This design comes from an exercise in tuning for small area and a short achievable clock period on the open sky130 flow, not from production work.
Function was checked by simulation only, so behaviour that the tests miss may differ from the original.
Power and IR drop assume default switching activity.

==> build 90: inputs <==
==> flow/design.v <==
module ALU(
   input wire [31:0] a,       
   input wire [31:0] b,       
   input wire        cin,     
   input wire        m_c,     
   input wire        m_p,     
   input wire        m_g,     
   input wire        sel_r,   
   input wire        sel_l,   
   input wire        fill,    
   input wire        slt_s,   
   input wire        slt_u,   
   output wire [31:0] res
);
   wire [31:0] p = a ^ b;
   wire [31:0] g = a & b;
   wire g0c = g[0] | (p[0] & cin);
   wire G_1_0 = g[1] | (p[1] & g0c);
   wire G_3_2 = g[3] | (p[3] & g[2]);
   wire P_3_2 = p[3] & p[2];
   wire G_5_4 = g[5] | (p[5] & g[4]);
   wire P_5_4 = p[5] & p[4];
   wire G_7_6 = g[7] | (p[7] & g[6]);
   wire P_7_6 = p[7] & p[6];
   wire G_9_8 = g[9] | (p[9] & g[8]);
   wire P_9_8 = p[9] & p[8];
   wire G_11_10 = g[11] | (p[11] & g[10]);
   wire P_11_10 = p[11] & p[10];
   wire G_13_12 = g[13] | (p[13] & g[12]);
   wire P_13_12 = p[13] & p[12];
   wire G_15_14 = g[15] | (p[15] & g[14]);
   wire P_15_14 = p[15] & p[14];
   wire G_17_16 = g[17] | (p[17] & g[16]);
   wire P_17_16 = p[17] & p[16];
   wire G_19_18 = g[19] | (p[19] & g[18]);
   wire P_19_18 = p[19] & p[18];
   wire G_21_20 = g[21] | (p[21] & g[20]);
   wire P_21_20 = p[21] & p[20];
   wire G_23_22 = g[23] | (p[23] & g[22]);
   wire P_23_22 = p[23] & p[22];
   wire G_25_24 = g[25] | (p[25] & g[24]);
   wire P_25_24 = p[25] & p[24];
   wire G_27_26 = g[27] | (p[27] & g[26]);
   wire P_27_26 = p[27] & p[26];
   wire G_29_28 = g[29] | (p[29] & g[28]);
   wire P_29_28 = p[29] & p[28];
   wire G_31_30 = g[31] | (p[31] & g[30]);
   wire P_31_30 = p[31] & p[30];
   wire G_2_0 = g[2] | (p[2] & G_1_0);
   wire G_3_0 = G_3_2 | (P_3_2 & G_1_0);
   wire G_6_4 = g[6] | (p[6] & G_5_4);
   wire P_6_4 = p[6] & P_5_4;
   wire G_7_4 = G_7_6 | (P_7_6 & G_5_4);
   wire P_7_4 = P_7_6 & P_5_4;
   wire G_10_8 = g[10] | (p[10] & G_9_8);
   wire P_10_8 = p[10] & P_9_8;
   wire G_11_8 = G_11_10 | (P_11_10 & G_9_8);
   wire P_11_8 = P_11_10 & P_9_8;
   wire G_14_12 = g[14] | (p[14] & G_13_12);
   wire P_14_12 = p[14] & P_13_12;
   wire G_15_12 = G_15_14 | (P_15_14 & G_13_12);
   wire P_15_12 = P_15_14 & P_13_12;
   wire G_18_16 = g[18] | (p[18] & G_17_16);
   wire P_18_16 = p[18] & P_17_16;
   wire G_19_16 = G_19_18 | (P_19_18 & G_17_16);
   wire P_19_16 = P_19_18 & P_17_16;
   wire G_22_20 = g[22] | (p[22] & G_21_20);
   wire P_22_20 = p[22] & P_21_20;
   wire G_23_20 = G_23_22 | (P_23_22 & G_21_20);
   wire P_23_20 = P_23_22 & P_21_20;
   wire G_26_24 = g[26] | (p[26] & G_25_24);
   wire P_26_24 = p[26] & P_25_24;
   wire G_27_24 = G_27_26 | (P_27_26 & G_25_24);
   wire P_27_24 = P_27_26 & P_25_24;
   wire G_30_28 = g[30] | (p[30] & G_29_28);
   wire P_30_28 = p[30] & P_29_28;
   wire G_31_28 = G_31_30 | (P_31_30 & G_29_28);
   wire P_31_28 = P_31_30 & P_29_28;
   wire G_4_0 = g[4] | (p[4] & G_3_0);
   wire G_5_0 = G_5_4 | (P_5_4 & G_3_0);
   wire G_6_0 = G_6_4 | (P_6_4 & G_3_0);
   wire G_7_0 = G_7_4 | (P_7_4 & G_3_0);
   wire G_12_8 = g[12] | (p[12] & G_11_8);
   wire P_12_8 = p[12] & P_11_8;
   wire G_13_8 = G_13_12 | (P_13_12 & G_11_8);
   wire P_13_8 = P_13_12 & P_11_8;
   wire G_14_8 = G_14_12 | (P_14_12 & G_11_8);
   wire P_14_8 = P_14_12 & P_11_8;
   wire G_15_8 = G_15_12 | (P_15_12 & G_11_8);
   wire P_15_8 = P_15_12 & P_11_8;
   wire G_20_16 = g[20] | (p[20] & G_19_16);
   wire P_20_16 = p[20] & P_19_16;
   wire G_21_16 = G_21_20 | (P_21_20 & G_19_16);
   wire P_21_16 = P_21_20 & P_19_16;
   wire G_22_16 = G_22_20 | (P_22_20 & G_19_16);
   wire P_22_16 = P_22_20 & P_19_16;
   wire G_23_16 = G_23_20 | (P_23_20 & G_19_16);
   wire P_23_16 = P_23_20 & P_19_16;
   wire G_28_24 = g[28] | (p[28] & G_27_24);
   wire P_28_24 = p[28] & P_27_24;
   wire G_29_24 = G_29_28 | (P_29_28 & G_27_24);
   wire P_29_24 = P_29_28 & P_27_24;
   wire G_30_24 = G_30_28 | (P_30_28 & G_27_24);
   wire P_30_24 = P_30_28 & P_27_24;
   wire G_31_24 = G_31_28 | (P_31_28 & G_27_24);
   wire P_31_24 = P_31_28 & P_27_24;
   wire G_8_0 = g[8] | (p[8] & G_7_0);
   wire G_9_0 = G_9_8 | (P_9_8 & G_7_0);
   wire G_10_0 = G_10_8 | (P_10_8 & G_7_0);
   wire G_11_0 = G_11_8 | (P_11_8 & G_7_0);
   wire G_12_0 = G_12_8 | (P_12_8 & G_7_0);
   wire G_13_0 = G_13_8 | (P_13_8 & G_7_0);
   wire G_14_0 = G_14_8 | (P_14_8 & G_7_0);
   wire G_15_0 = G_15_8 | (P_15_8 & G_7_0);
   wire G_24_16 = g[24] | (p[24] & G_23_16);
   wire P_24_16 = p[24] & P_23_16;
   wire G_25_16 = G_25_24 | (P_25_24 & G_23_16);
   wire P_25_16 = P_25_24 & P_23_16;
   wire G_26_16 = G_26_24 | (P_26_24 & G_23_16);
   wire P_26_16 = P_26_24 & P_23_16;
   wire G_27_16 = G_27_24 | (P_27_24 & G_23_16);
   wire P_27_16 = P_27_24 & P_23_16;
   wire G_28_16 = G_28_24 | (P_28_24 & G_23_16);
   wire P_28_16 = P_28_24 & P_23_16;
   wire G_29_16 = G_29_24 | (P_29_24 & G_23_16);
   wire P_29_16 = P_29_24 & P_23_16;
   wire G_30_16 = G_30_24 | (P_30_24 & G_23_16);
   wire P_30_16 = P_30_24 & P_23_16;
   wire G_31_16 = G_31_24 | (P_31_24 & G_23_16);
   wire P_31_16 = P_31_24 & P_23_16;
   wire G_16_0 = g[16] | (p[16] & G_15_0);
   wire G_17_0 = G_17_16 | (P_17_16 & G_15_0);
   wire G_18_0 = G_18_16 | (P_18_16 & G_15_0);
   wire G_19_0 = G_19_16 | (P_19_16 & G_15_0);
   wire G_20_0 = G_20_16 | (P_20_16 & G_15_0);
   wire G_21_0 = G_21_16 | (P_21_16 & G_15_0);
   wire G_22_0 = G_22_16 | (P_22_16 & G_15_0);
   wire G_23_0 = G_23_16 | (P_23_16 & G_15_0);
   wire G_24_0 = G_24_16 | (P_24_16 & G_15_0);
   wire G_25_0 = G_25_16 | (P_25_16 & G_15_0);
   wire G_26_0 = G_26_16 | (P_26_16 & G_15_0);
   wire G_27_0 = G_27_16 | (P_27_16 & G_15_0);
   wire G_28_0 = G_28_16 | (P_28_16 & G_15_0);
   wire G_29_0 = G_29_16 | (P_29_16 & G_15_0);
   wire G_30_0 = G_30_16 | (P_30_16 & G_15_0);
   wire G_31_0 = G_31_16 | (P_31_16 & G_15_0);
   wire [31:0] c;    
   assign c[0] = cin;
   assign c[1] = g0c;
   assign c[2] = G_1_0;
   assign c[3] = G_2_0;
   assign c[4] = G_3_0;
   assign c[5] = G_4_0;
   assign c[6] = G_5_0;
   assign c[7] = G_6_0;
   assign c[8] = G_7_0;
   assign c[9] = G_8_0;
   assign c[10] = G_9_0;
   assign c[11] = G_10_0;
   assign c[12] = G_11_0;
   assign c[13] = G_12_0;
   assign c[14] = G_13_0;
   assign c[15] = G_14_0;
   assign c[16] = G_15_0;
   assign c[17] = G_16_0;
   assign c[18] = G_17_0;
   assign c[19] = G_18_0;
   assign c[20] = G_19_0;
   assign c[21] = G_20_0;
   assign c[22] = G_21_0;
   assign c[23] = G_22_0;
   assign c[24] = G_23_0;
   assign c[25] = G_24_0;
   assign c[26] = G_25_0;
   assign c[27] = G_26_0;
   assign c[28] = G_27_0;
   assign c[29] = G_28_0;
   assign c[30] = G_29_0;
   assign c[31] = G_30_0;
   wire [31:0] s0 = b[0] ? {{1{fill}}, a[31:1]}  : a;
   wire [31:0] s1 = b[1] ? {{2{fill}}, s0[31:2]} : s0;
   wire [31:0] sh = b[2] ? {{4{fill}}, s1[31:4]} : s1;
   wire [31:0] sh_rev;
   genvar k;
   generate for (k = 0; k < 32; k = k + 1) begin : rv
      assign sh_rev[k] = sh[31-k];
   end endgenerate
   wire [31:0] other = ({32{m_p}} & p) | ({32{m_g}} & g)
                     | ({32{sel_r}} & sh) | ({32{sel_l}} & sh_rev);
   wire [31:0] x0 = ({32{m_c}} &  p) | other;
   wire [31:0] x1 = ({32{m_c}} & ~p) | other;
   wire [31:0] r = (c & x1) | (~c & x0);
   wire lt = p[31] ? ~c[31] : (a[31] ^ slt_u);
   assign res = {r[31:1], r[0] | ((slt_s | slt_u) & lt)};
endmodule
module CPU(
   input wire        clk,
   input wire        rstn,
   input wire [31:0] operand_a,
   input wire [31:0] operand_b,
   input wire [2:0]  operation,
   input wire        logic_arithmetic,
   input wire        add_sub,
   output reg [31:0] alu_out
);
   wire is_add  = (operation == 3'd0) & ~add_sub;
   wire is_sub  = (operation == 3'd0) &  add_sub;
   wire is_sll  = (operation == 3'd1);
   wire is_slt  = (operation == 3'd2);
   wire is_sltu = (operation == 3'd3);
   wire is_xor  = (operation == 3'd4);
   wire is_sr   = (operation == 3'd5);
   wire is_sra  = is_sr & logic_arithmetic;
   wire is_and  = (operation == 3'd6);
   wire is_or   = (operation == 3'd7);
   wire big     = |operand_b[31:5];
   wire sub     = is_sub | is_slt | is_sltu;
   wire shift   = is_sll | is_sr;
   wire fill_in = is_sra & (operand_a[31] | big);
   reg  [31:0] a_rev;
   integer i;
   always @* for (i = 0; i < 32; i = i + 1) a_rev[i] = operand_a[31-i];
   wire [31:0] t0 = big ? {32{fill_in}} : (is_sll ? a_rev : operand_a);
   wire [31:0] t1 = operand_b[4] ? {{16{fill_in}}, t0[31:16]} : t0;
   wire [31:0] t2 = operand_b[3] ? {{8{fill_in}},  t1[31:8]}  : t1;
   reg [31:0] ra, rb;
   always @(posedge clk) begin
      ra <= shift ? t2 : operand_a;
      rb <= operand_b ^ {32{sub}};
   end
   reg cin, m_c, m_p, m_g, sel_r, sel_l, fill, slt_s, slt_u;
   always @(posedge clk or negedge rstn) begin
      if (!rstn) begin
         {cin, m_c, m_p, m_g, sel_r, sel_l, fill, slt_s, slt_u} <= 9'd0;
      end else begin
         cin   <= sub;
         m_c   <= is_add | is_sub;
         m_p   <= is_xor | is_or;
         m_g   <= is_and | is_or;
         sel_r <= is_sr;
         sel_l <= is_sll;
         fill  <= fill_in;
         slt_s <= is_slt;
         slt_u <= is_sltu;
      end
   end
   wire [31:0] alu_res;
   ALU u_ALU (
      .a(ra), .b(rb), .cin(cin), .m_c(m_c), .m_p(m_p), .m_g(m_g),
      .sel_r(sel_r), .sel_l(sel_l), .fill(fill), .slt_s(slt_s), .slt_u(slt_u),
      .res(alu_res)
   );
   always @(posedge clk or negedge rstn) begin
      if (!rstn) alu_out <= 32'd0;
      else       alu_out <= alu_res;
   end
endmodule
==> flow/run.sh <==
#!/bin/bash
# synth_recipe.tcl (not shown) runs the flow's synth.tcl, then flattens the netlist and writes it again
# the make line also repeats each setting of config.mk as NAME=value (left out here)
make -C /OpenROAD-flow-scripts/flow DESIGN_CONFIG=/design/flow/config.mk WORK_HOME=/design/flow/orfs CLKGATE_MAP_FILE= SYNTH_SCRIPT=/design/flow/synth_recipe.tcl finish
==> flow/config.mk <==
export PLATFORM = sky130hd
export DESIGN_NAME = CPU
export DESIGN_NICKNAME = CPU
export VERILOG_FILES = /design/flow/design.v
export SDC_FILE = /design/flow/constraint.sdc
export NUM_CORES = 8
export LEC_CHECK = 0
export CAP_MARGIN = 20
export CORE_MARGIN = 2
export CORE_UTILIZATION = 40
export SETUP_SLACK_MARGIN = 3.0
export SLEW_MARGIN = 20
==> flow/constraint.sdc <==
create_clock -name core_clock -period 5.0 [get_ports {clk}]
set_input_delay 1.0000 -clock core_clock [delete_from_list [all_inputs] [get_ports {clk}]]
set_output_delay 1.0000 -clock core_clock [all_outputs]
set_load 0.01 [all_outputs]
==> trial 39: changes against build 90 <==
==> flow/design.v, changed modules only <==
module ALU(
   input wire [31:0] p,       
   input wire [31:0] g,       
   input wire        cin,     
   input wire        m_c,     
   input wire        m_p,     
   input wire        m_g,     
   input wire        sel_r,   
   input wire        sel_l,   
   input wire        ones,    
   input wire        fill,    
   input wire        slt_s,   
   input wire        slt_u,   
   output wire [31:0] res
);
   wire g0c = g[0] | (p[0] & cin);
   wire G_1_0 = g[1] | (p[1] & g0c);
   wire G_3_2 = g[3] | (p[3] & g[2]);
   wire P_3_2 = p[3] & p[2];
   wire G_5_4 = g[5] | (p[5] & g[4]);
   wire P_5_4 = p[5] & p[4];
   wire G_7_6 = g[7] | (p[7] & g[6]);
   wire P_7_6 = p[7] & p[6];
   wire G_9_8 = g[9] | (p[9] & g[8]);
   wire P_9_8 = p[9] & p[8];
   wire G_11_10 = g[11] | (p[11] & g[10]);
   wire P_11_10 = p[11] & p[10];
   wire G_13_12 = g[13] | (p[13] & g[12]);
   wire P_13_12 = p[13] & p[12];
   wire G_15_14 = g[15] | (p[15] & g[14]);
   wire P_15_14 = p[15] & p[14];
   wire G_17_16 = g[17] | (p[17] & g[16]);
   wire P_17_16 = p[17] & p[16];
   wire G_19_18 = g[19] | (p[19] & g[18]);
   wire P_19_18 = p[19] & p[18];
   wire G_21_20 = g[21] | (p[21] & g[20]);
   wire P_21_20 = p[21] & p[20];
   wire G_23_22 = g[23] | (p[23] & g[22]);
   wire P_23_22 = p[23] & p[22];
   wire G_25_24 = g[25] | (p[25] & g[24]);
   wire P_25_24 = p[25] & p[24];
   wire G_27_26 = g[27] | (p[27] & g[26]);
   wire P_27_26 = p[27] & p[26];
   wire G_29_28 = g[29] | (p[29] & g[28]);
   wire P_29_28 = p[29] & p[28];
   wire G_31_30 = g[31] | (p[31] & g[30]);
   wire P_31_30 = p[31] & p[30];
   wire G_2_0 = g[2] | (p[2] & G_1_0);
   wire G_3_0 = G_3_2 | (P_3_2 & G_1_0);
   wire G_6_4 = g[6] | (p[6] & G_5_4);
   wire P_6_4 = p[6] & P_5_4;
   wire G_7_4 = G_7_6 | (P_7_6 & G_5_4);
   wire P_7_4 = P_7_6 & P_5_4;
   wire G_10_8 = g[10] | (p[10] & G_9_8);
   wire P_10_8 = p[10] & P_9_8;
   wire G_11_8 = G_11_10 | (P_11_10 & G_9_8);
   wire P_11_8 = P_11_10 & P_9_8;
   wire G_14_12 = g[14] | (p[14] & G_13_12);
   wire P_14_12 = p[14] & P_13_12;
   wire G_15_12 = G_15_14 | (P_15_14 & G_13_12);
   wire P_15_12 = P_15_14 & P_13_12;
   wire G_18_16 = g[18] | (p[18] & G_17_16);
   wire P_18_16 = p[18] & P_17_16;
   wire G_19_16 = G_19_18 | (P_19_18 & G_17_16);
   wire P_19_16 = P_19_18 & P_17_16;
   wire G_22_20 = g[22] | (p[22] & G_21_20);
   wire P_22_20 = p[22] & P_21_20;
   wire G_23_20 = G_23_22 | (P_23_22 & G_21_20);
   wire P_23_20 = P_23_22 & P_21_20;
   wire G_26_24 = g[26] | (p[26] & G_25_24);
   wire P_26_24 = p[26] & P_25_24;
   wire G_27_24 = G_27_26 | (P_27_26 & G_25_24);
   wire P_27_24 = P_27_26 & P_25_24;
   wire G_30_28 = g[30] | (p[30] & G_29_28);
   wire P_30_28 = p[30] & P_29_28;
   wire G_31_28 = G_31_30 | (P_31_30 & G_29_28);
   wire P_31_28 = P_31_30 & P_29_28;
   wire G_4_0 = g[4] | (p[4] & G_3_0);
   wire G_5_0 = G_5_4 | (P_5_4 & G_3_0);
   wire G_6_0 = G_6_4 | (P_6_4 & G_3_0);
   wire G_7_0 = G_7_4 | (P_7_4 & G_3_0);
   wire G_12_8 = g[12] | (p[12] & G_11_8);
   wire P_12_8 = p[12] & P_11_8;
   wire G_13_8 = G_13_12 | (P_13_12 & G_11_8);
   wire P_13_8 = P_13_12 & P_11_8;
   wire G_14_8 = G_14_12 | (P_14_12 & G_11_8);
   wire P_14_8 = P_14_12 & P_11_8;
   wire G_15_8 = G_15_12 | (P_15_12 & G_11_8);
   wire P_15_8 = P_15_12 & P_11_8;
   wire G_20_16 = g[20] | (p[20] & G_19_16);
   wire P_20_16 = p[20] & P_19_16;
   wire G_21_16 = G_21_20 | (P_21_20 & G_19_16);
   wire P_21_16 = P_21_20 & P_19_16;
   wire G_22_16 = G_22_20 | (P_22_20 & G_19_16);
   wire P_22_16 = P_22_20 & P_19_16;
   wire G_23_16 = G_23_20 | (P_23_20 & G_19_16);
   wire P_23_16 = P_23_20 & P_19_16;
   wire G_28_24 = g[28] | (p[28] & G_27_24);
   wire P_28_24 = p[28] & P_27_24;
   wire G_29_24 = G_29_28 | (P_29_28 & G_27_24);
   wire P_29_24 = P_29_28 & P_27_24;
   wire G_30_24 = G_30_28 | (P_30_28 & G_27_24);
   wire P_30_24 = P_30_28 & P_27_24;
   wire G_31_24 = G_31_28 | (P_31_28 & G_27_24);
   wire P_31_24 = P_31_28 & P_27_24;
   wire G_8_0 = g[8] | (p[8] & G_7_0);
   wire G_9_0 = G_9_8 | (P_9_8 & G_7_0);
   wire G_10_0 = G_10_8 | (P_10_8 & G_7_0);
   wire G_11_0 = G_11_8 | (P_11_8 & G_7_0);
   wire G_12_0 = G_12_8 | (P_12_8 & G_7_0);
   wire G_13_0 = G_13_8 | (P_13_8 & G_7_0);
   wire G_14_0 = G_14_8 | (P_14_8 & G_7_0);
   wire G_15_0 = G_15_8 | (P_15_8 & G_7_0);
   wire G_24_16 = g[24] | (p[24] & G_23_16);
   wire P_24_16 = p[24] & P_23_16;
   wire G_25_16 = G_25_24 | (P_25_24 & G_23_16);
   wire P_25_16 = P_25_24 & P_23_16;
   wire G_26_16 = G_26_24 | (P_26_24 & G_23_16);
   wire P_26_16 = P_26_24 & P_23_16;
   wire G_27_16 = G_27_24 | (P_27_24 & G_23_16);
   wire P_27_16 = P_27_24 & P_23_16;
   wire G_28_16 = G_28_24 | (P_28_24 & G_23_16);
   wire P_28_16 = P_28_24 & P_23_16;
   wire G_29_16 = G_29_24 | (P_29_24 & G_23_16);
   wire P_29_16 = P_29_24 & P_23_16;
   wire G_30_16 = G_30_24 | (P_30_24 & G_23_16);
   wire P_30_16 = P_30_24 & P_23_16;
   wire G_31_16 = G_31_24 | (P_31_24 & G_23_16);
   wire P_31_16 = P_31_24 & P_23_16;
   wire G_16_0 = g[16] | (p[16] & G_15_0);
   wire G_17_0 = G_17_16 | (P_17_16 & G_15_0);
   wire G_18_0 = G_18_16 | (P_18_16 & G_15_0);
   wire G_19_0 = G_19_16 | (P_19_16 & G_15_0);
   wire G_20_0 = G_20_16 | (P_20_16 & G_15_0);
   wire G_21_0 = G_21_16 | (P_21_16 & G_15_0);
   wire G_22_0 = G_22_16 | (P_22_16 & G_15_0);
   wire G_23_0 = G_23_16 | (P_23_16 & G_15_0);
   wire G_24_0 = G_24_16 | (P_24_16 & G_15_0);
   wire G_25_0 = G_25_16 | (P_25_16 & G_15_0);
   wire G_26_0 = G_26_16 | (P_26_16 & G_15_0);
   wire G_27_0 = G_27_16 | (P_27_16 & G_15_0);
   wire G_28_0 = G_28_16 | (P_28_16 & G_15_0);
   wire G_29_0 = G_29_16 | (P_29_16 & G_15_0);
   wire G_30_0 = G_30_16 | (P_30_16 & G_15_0);
   wire G_31_0 = G_31_16 | (P_31_16 & G_15_0);
   wire [31:0] c;    
   assign c[0] = cin;
   assign c[1] = g0c;
   assign c[2] = G_1_0;
   assign c[3] = G_2_0;
   assign c[4] = G_3_0;
   assign c[5] = G_4_0;
   assign c[6] = G_5_0;
   assign c[7] = G_6_0;
   assign c[8] = G_7_0;
   assign c[9] = G_8_0;
   assign c[10] = G_9_0;
   assign c[11] = G_10_0;
   assign c[12] = G_11_0;
   assign c[13] = G_12_0;
   assign c[14] = G_13_0;
   assign c[15] = G_14_0;
   assign c[16] = G_15_0;
   assign c[17] = G_16_0;
   assign c[18] = G_17_0;
   assign c[19] = G_18_0;
   assign c[20] = G_19_0;
   assign c[21] = G_20_0;
   assign c[22] = G_21_0;
   assign c[23] = G_22_0;
   assign c[24] = G_23_0;
   assign c[25] = G_24_0;
   assign c[26] = G_25_0;
   assign c[27] = G_26_0;
   assign c[28] = G_27_0;
   assign c[29] = G_28_0;
   assign c[30] = G_29_0;
   assign c[31] = G_30_0;
   wire        l0 = g[0] & sel_l, r0 = g[0] & ~sel_l;
   wire [31:0] s0 = ({32{l0}} & {p[30:0], 1'b0}) | ({32{r0}} & {fill, p[31:1]})
                  | ({32{~g[0]}} & p);
   wire        l1 = g[1] & sel_l, r1 = g[1] & ~sel_l;
   wire [31:0] s1 = ({32{l1}} & {s0[29:0], 2'b0}) | ({32{r1}} & {{2{fill}}, s0[31:2]})
                  | ({32{~g[1]}} & s0);
   wire        l2 = g[2] & sel_l, r2 = g[2] & sel_r, n2 = ~g[2] & (sel_l | sel_r);
   wire [31:0] sh = ({32{l2}} & {s1[27:0], 4'b0}) | ({32{r2}} & {{4{fill}}, s1[31:4]})
                  | ({32{n2}} & s1);
   wire [31:0] other = ({32{m_p}} & p) | ({32{m_g}} & g)
                     | sh | {32{ones}};
   wire [31:0] x0 = ({32{m_c}} &  p) | other;
   wire [31:0] x1 = ({32{m_c}} & ~p) | other;
   wire [31:0] r = (c & x1) | (~c & x0);
   wire lt = p[31] ? ~c[31] : (g[31] ^ slt_u);
   assign res = {r[31:1], r[0] | ((slt_s | slt_u) & lt)};
endmodule
module CPU(
   input wire        clk,
   input wire        rstn,
   input wire [31:0] operand_a,
   input wire [31:0] operand_b,
   input wire [2:0]  operation,
   input wire        logic_arithmetic,
   input wire        add_sub,
   output reg [31:0] alu_out
);
   wire is_add  = (operation == 3'd0) & ~add_sub;
   wire is_sub  = (operation == 3'd0) &  add_sub;
   wire is_sll  = (operation == 3'd1);
   wire is_slt  = (operation == 3'd2);
   wire is_sltu = (operation == 3'd3);
   wire is_xor  = (operation == 3'd4);
   wire is_sr   = (operation == 3'd5);
   wire is_sra  = is_sr & logic_arithmetic;
   wire is_and  = (operation == 3'd6);
   wire is_or   = (operation == 3'd7);
   wire big     = |operand_b[31:5];
   wire sub     = is_sub | is_slt | is_sltu;
   wire shift   = is_sll | is_sr;
   wire fill_in = is_sra & operand_a[31];
   wire        l4 = operand_b[4] & is_sll, r4 = operand_b[4] & is_sr;
   wire        n4 = ~(operand_b[4] & shift);
   wire [31:0] t1 = ({32{l4}} & {operand_a[15:0], 16'd0})
                  | ({32{r4}} & {{16{fill_in}}, operand_a[31:16]})
                  | ({32{n4}} & operand_a);
   wire        l3 = operand_b[3] & is_sll, r3 = operand_b[3] & is_sr;
   wire        n3 = ~(operand_b[3] & shift);
   wire [31:0] t2 = ({32{l3}} & {t1[23:0], 8'd0})
                  | ({32{r3}} & {{8{fill_in}}, t1[31:8]})
                  | ({32{n3}} & t1);
   wire [31:0] bx = (operand_b ^ {32{sub}}) & {32{~shift}};
   reg [31:0] rp, rg;
   always @(posedge clk) begin
      rp <= t2 ^ bx;
      rg <= (operand_a & bx) | {29'd0, operand_b[2:0] & {3{shift}}};
   end
   reg cin, m_c, m_p, m_g, sel_r, sel_l, ones, fill, slt_s, slt_u;
   always @(posedge clk or negedge rstn) begin
      if (!rstn) begin
         {cin, m_c, m_p, m_g, sel_r, sel_l, ones, fill, slt_s, slt_u} <= 10'd0;
      end else begin
         cin   <= sub;
         m_c   <= is_add | is_sub;
         m_p   <= is_xor | is_or;
         m_g   <= is_and | is_or;
         sel_r <= is_sr & ~big;
         sel_l <= is_sll & ~big;
         ones  <= is_sra & big;
         fill  <= fill_in;
         slt_s <= is_slt;
         slt_u <= is_sltu;
      end
   end
   wire [31:0] alu_res;
   ALU u_ALU (
      .p(rp), .g(rg), .cin(cin), .m_c(m_c), .m_p(m_p), .m_g(m_g),
      .sel_r(sel_r), .sel_l(sel_l), .ones(ones), .fill(fill), .slt_s(slt_s), .slt_u(slt_u),
      .res(alu_res)
   );
   always @(posedge clk or negedge rstn) begin
      if (!rstn) alu_out <= 32'd0;
      else       alu_out <= alu_res;
   end
endmodule
==> flow/flow/run.sh (new file) <==
#!/bin/bash
set -euo pipefail
W=$(pwd)
sed 's|log_cmd abc {\*}$abc_args|log_cmd abc -script '"$W"'/flow/speed.abc {*}[lrange $abc_args 2 end]|' \
  "$FLOW_HOME/scripts/synth.tcl" > "$W/synth_mod.tcl"
grep -q "flow/speed.abc" "$W/synth_mod.tcl"
sed "s|\$::env(SCRIPTS_DIR)/synth.tcl|$W/synth_mod.tcl|" synth_recipe.tcl > "$W/synth_top.tcl"
grep -q "synth_mod.tcl" "$W/synth_top.tcl"
bash standard.sh SYNTH_SCRIPT="$W/synth_top.tcl" ABC_CLOCK_PERIOD_IN_PS=1200 \
  BUFFER_PORTS_ARGS="-buffer_cell sky130_fd_sc_hd__buf_1" finish > "$W/flow_make.log" 2>&1
==> flow/flow/speed.abc (new file) <==
strash
dch -f
map {D}
topo
buffer -p
stime -p
==> flow/standard.sh (new file) <==
#!/bin/bash
# synth_recipe.tcl (not shown) runs the flow's synth.tcl, then flattens the netlist and writes it again
# the make line also repeats each setting of config.mk as NAME=value (left out here)
make -C /OpenROAD-flow-scripts/flow DESIGN_CONFIG=/design/flow/config.mk WORK_HOME=/design/flow/orfs CLKGATE_MAP_FILE= SYNTH_SCRIPT=/design/flow/synth_recipe.tcl "${@:-finish}"
Settings changed: SETUP_SLACK_MARGIN 3.0 to 2.9.
removed: flow/run.sh
==> metrics.md <==
| Metric | Value |
|---|---|
| Tot GR Track Use | 29.3% |
| WP data arrival | 2.41 ns |
| Met1 GRT Util | 40.7% |
| Crit Path Max Fanout | 29 |
| Multi-input gates | 861 |
| WL met2 | 14.8 mm |
| Largest net degree at the start of global routing | 47 |
| Setup ws final | 2.85 ns |
| Worst IR drop on VDD | 191 µV |
| Sequential Power | 1.07 mW |
| Post-synthesis compound-gate area fraction | 28.3% |
| Distinct cells, synth | 37 |
| Status | timing/DRC/antenna clean |
| Clock slew at reported path FFs | 0.08 ns |
| Clk. pwr | 730 µW |
| Clk pwr share | 26.2% |
| Leakage dissipation | 4.11 nW |
(the above is from trial 39)
==> metrics.md <==
| Metric | Value |
|---|---|
| Met1 GRT Util | 37.5% |
| WL met2 | 13.2 mm |
| Setup ws final | 2.42 ns |
| Tot GR Track Use | 27.1% |
| Clk. pwr | 683 µW |
| Post-synthesis compound-gate area fraction | 26.8% |
| Clk pwr share | 22.1% |
| Multi-input gates | 689 |
| Status | timing/DRC/antenna clean |
| WP data arrival | 2.87 ns |
(the above is from build 90)

-- static timing again, ports no longer ideal --
No port has a modelled driver above. Below, the same layouts with a new extraction and two added sets of constraints. Step 1 sets driving cells, clkbuf_16 on the clock port and buf_2 on the other inputs (assumed; they add their load-dependent delay and slew). Step 2 adds t to the input delays and takes it off the output delays; t is the mean of the earliest and latest rising clock arrival at the registers after step 1. Input paths then give back, and output paths get back, about the clock's delay inside the block. Slacks: no drivers / after step 1 / after step 2; pairs: no drivers / after step 1.
run | t, ns | slack for setup (ns) | worst setup path after step 2 | latest minus earliest clock arrival (ns)
build 90 | 0.404 | 2.416 / 2.424 / 2.031 | input to register | 0.012 / 0.012
trial 39 | 0.409 | 2.846 / 2.819 / 2.409 | input to register | 0.011 / 0.011
After both steps setup and hold are still met in every run listed. The setup slack of trial 39, which loses most, moves by -0.027 ns with the drivers and by -0.437 ns with both steps.
